What follows belongs to an exercise in optimizing a design on an open flow for a short achievable clock period and few clock cycles; a production flow would make more cautious choices. The RTL was checked by simulation tests, not by an equivalence proof against the original design. Power figures rest on the tool's default switching activity, not on a simulated workload.

Setup of red:
==> flow/design.v (excerpt) <==
module Microprocesador(
    input CLK,
    input Reset,
    output [31:0] imem_addr,
    input  [31:0] imem_rdata,
    output [31:0] dmem_addr,
    output [31:0] dmem_wdata,
    output [3:0]  dmem_wstrb,
    input  [31:0] dmem_rdata
    );
    reg [11:2] fpc;      
    reg [31:0] pcb;      
    reg [31:0] xa, xb;   
    reg        xclr;     
    reg [31:0] ia, ib;   
    reg        r_redir;  
    reg        r_kill;   
    reg        d_v, d_pt;
    reg [31:0] d_ir, d_pc, d_pimm;
    reg        e_v;
    reg [31:0] e_a, e_b, e_bn, e_sd, e_alt;
    reg [5:0]  e_k;      
    reg        e_fa, e_fb, e_fn, e_fs;
    reg [4:0]  e_rd;
    reg        e_wr, e_ld, e_st, e_br, e_jalr;
    reg [2:0]  e_f3;
    reg        e_s_add, e_s_sll, e_s_sr, e_s_sra, e_s_slt, e_s_sltu, e_s_xor, e_s_or, e_s_and, e_s_pass;
    reg        e_c_eq, e_c_lt, e_c_ltu, e_c_inv;
    reg [31:0] m_res, m_addr, m_wdata;
    reg [3:0]  m_wstrb;
    reg [4:0]  m_rd;
    reg        m_wr, m_ld;
    reg [2:0]  m_f3;
    reg [31:0] w_res;
    reg [4:0]  w_rd;
    reg        w_wr;
    reg [31:0] rf [1:31];
    assign imem_addr  = {20'd0, fpc, 2'b00};
    assign dmem_addr  = {m_addr[31:2], 2'b00};    
    assign dmem_wdata = m_wdata;
    assign dmem_wstrb = m_wstrb;
    wire        f_pt;
    wire [11:2] f_next;
    rv_fetch u_fetch (.fpc(fpc), .ins(imem_rdata), .taken(f_pt), .next(f_next));
    wire        f_jal   = (imem_rdata[6:0] == 7'b1101111);
    wire        f_auipc = (imem_rdata[6:0] == 7'b0010111);
    wire [31:0] f_imm   = f_jal   ? {{11{imem_rdata[31]}}, imem_rdata[31], imem_rdata[19:12], imem_rdata[20], imem_rdata[30:21], 1'b0} :
                          f_auipc ? {imem_rdata[31:12], 12'b0} :
                                    {{19{imem_rdata[31]}}, imem_rdata[31], imem_rdata[7], imem_rdata[30:25], imem_rdata[11:8], 1'b0};
    wire [31:0] lw = dmem_rdata >> {m_addr[1:0], 3'b000};
    wire [31:0] ld_val = (m_f3[1:0] == 2'b00) ? {{24{lw[7]  & ~m_f3[2]}}, lw[7:0]} :
                         (m_f3[1:0] == 2'b01) ? {{16{lw[15] & ~m_f3[2]}}, lw[15:0]} : lw;
    wire [6:0] op  = d_ir[6:0];
    wire [2:0] f3  = d_ir[14:12];
  ...
clock: 11.0 ns
lec_check: 0
abc_clock_period_in_ps: 3000
cap_margin: 20
core_margin: 2
core_utilization: 52
place_density: 0.68
setup_slack_margin: 5
slew_margin: 20
synth_hierarchical: 1
tns_end_percent: 100
standard.sh (not shown) runs the stock make flow with config.mk's settings and CLKGATE_MAP_FILE= SYNTH_SCRIPT=/design/flow/synth_recipe.tcl, a recipe that flattens the netlist after the stock synthesis.
==> flow/flow/run.sh <==
#!/bin/bash
# The standard layout (standard.sh), in two calls:
#  1. the standard synthesis, unchanged;
#  2. floorplan to final layout, with the timing repair steps aimed at a
#     tighter effective period than the SDC's (SETUP_SLACK_MARGIN), and the
#     delay cells (dlygate, dlymetal, clkdlybuf) added to the platform's
#     don't-use list, so that port buffers and repair use real buffers.
# The SDC, clock period and constraints are the standard flow's own and unchanged. Make's
# full output goes to synth_flow.log and layout_flow.log here; ORFS keeps each
# step's own log under orfs/logs.
set -euo pipefail
PLATFORM_DONT_USE="sky130_fd_sc_hd__probe_p_8 sky130_fd_sc_hd__probec_p_8 sky130_fd_sc_hd__lpflow_bleeder_1 sky130_fd_sc_hd__lpflow_clkbufkapwr_1 sky130_fd_sc_hd__lpflow_clkbufkapwr_16 sky130_fd_sc_hd__lpflow_clkbufkapwr_2 sky130_fd_sc_hd__lpflow_clkbufkapwr_4 sky130_fd_sc_hd__lpflow_clkbufkapwr_8 sky130_fd_sc_hd__lpflow_clkinvkapwr_1 sky130_fd_sc_hd__lpflow_clkinvkapwr_16 sky130_fd_sc_hd__lpflow_clkinvkapwr_2 sky130_fd_sc_hd__lpflow_clkinvkapwr_4 sky130_fd_sc_hd__lpflow_clkinvkapwr_8 sky130_fd_sc_hd__lpflow_decapkapwr_12 sky130_fd_sc_hd__lpflow_decapkapwr_3 sky130_fd_sc_hd__lpflow_decapkapwr_4 sky130_fd_sc_hd__lpflow_decapkapwr_6 sky130_fd_sc_hd__lpflow_decapkapwr_8 sky130_fd_sc_hd__lpflow_inputiso0n_1 sky130_fd_sc_hd__lpflow_inputiso0p_1 sky130_fd_sc_hd__lpflow_inputiso1n_1 sky130_fd_sc_hd__lpflow_inputiso1p_1 sky130_fd_sc_hd__lpflow_inputisolatch_1 sky130_fd_sc_hd__lpflow_isobufsrc_1 sky130_fd_sc_hd__lpflow_isobufsrc_16 sky130_fd_sc_hd__lpflow_isobufsrc_2 sky130_fd_sc_hd__lpflow_isobufsrc_4 sky130_fd_sc_hd__lpflow_isobufsrc_8 sky130_fd_sc_hd__lpflow_isobufsrckapwr_16 sky130_fd_sc_hd__lpflow_lsbuf_lh_hl_isowell_tap_1 sky130_fd_sc_hd__lpflow_lsbuf_lh_hl_isowell_tap_2 sky130_fd_sc_hd__lpflow_lsbuf_lh_hl_isowell_tap_4 sky130_fd_sc_hd__lpflow_lsbuf_lh_isowell_4 sky130_fd_sc_hd__lpflow_lsbuf_lh_isowell_tap_1 sky130_fd_sc_hd__lpflow_lsbuf_lh_isowell_tap_2 sky130_fd_sc_hd__lpflow_lsbuf_lh_isowell_tap_4"
bash standard.sh synth > synth_flow.log 2>&1
bash standard.sh "DONT_USE_CELLS=$PLATFORM_DONT_USE sky130_fd_sc_hd__dlygate* sky130_fd_sc_hd__dlymetal* sky130_fd_sc_hd__clkdlybuf*" \
  SETUP_SLACK_MARGIN=7.7 TNS_END_PERCENT=100 ABC_CLOCK_PERIOD_IN_PS=3000 finish > layout_flow.log 2>&1
The flow did not stop early for red: all stages ran, and the layout cleared the timing, design-rule and antenna checks.
Testbench counts of red, summed over its fixed seeds: cycles 33,294.
--- input diff red..blue ---
Settings: CORE_UTILIZATION changed from 52 to 40; PLACE_DENSITY changed from 0.68 to 0.6.
Findings:
Summary of blue over red: cell count up 777, setup slack up 0.065 ns, data required time of the worst path up 0.02 ns, footprint of the multi-input gates flat.
Between blue and red, it is blue whose global-route wire length before repair is higher, by about 0.6%.
There was hardly any difference in part of the power in combinational logic between red and blue.
Power consumption: higher on blue

[port drivers added, routing unchanged]
The flow's constraints put no driver on any port. The routed layouts listed below were extracted and timed again, unchanged, in two steps.
Step 1, drivers: a clkbuf_16 drives CLK and a buf_2 each remaining input, both assumed.
Step 2 also shifts input and output timing later by t, the mid clock arrival at the registers, as if the neighbouring blocks saw the same clock.
a / b / c = ideal ports / drivers / drivers and shift; a / b = the first two.
run	t, ns	setup WS [ns]	clock arrival spread, ns	slew at the worst register clock pin (ns)
red	0.935	7.083 / 7.083 / 6.323	0.066 / 0.066	0.07 / 0.07
blue	0.930	7.148 / 7.148 / 6.308	0.063 / 0.064	0.07 / 0.07
After both steps every run listed still meets setup and hold. For blue, which loses most, drivers alone change the setup slack by 0.000 ns; drivers and shift together by -0.840 ns.
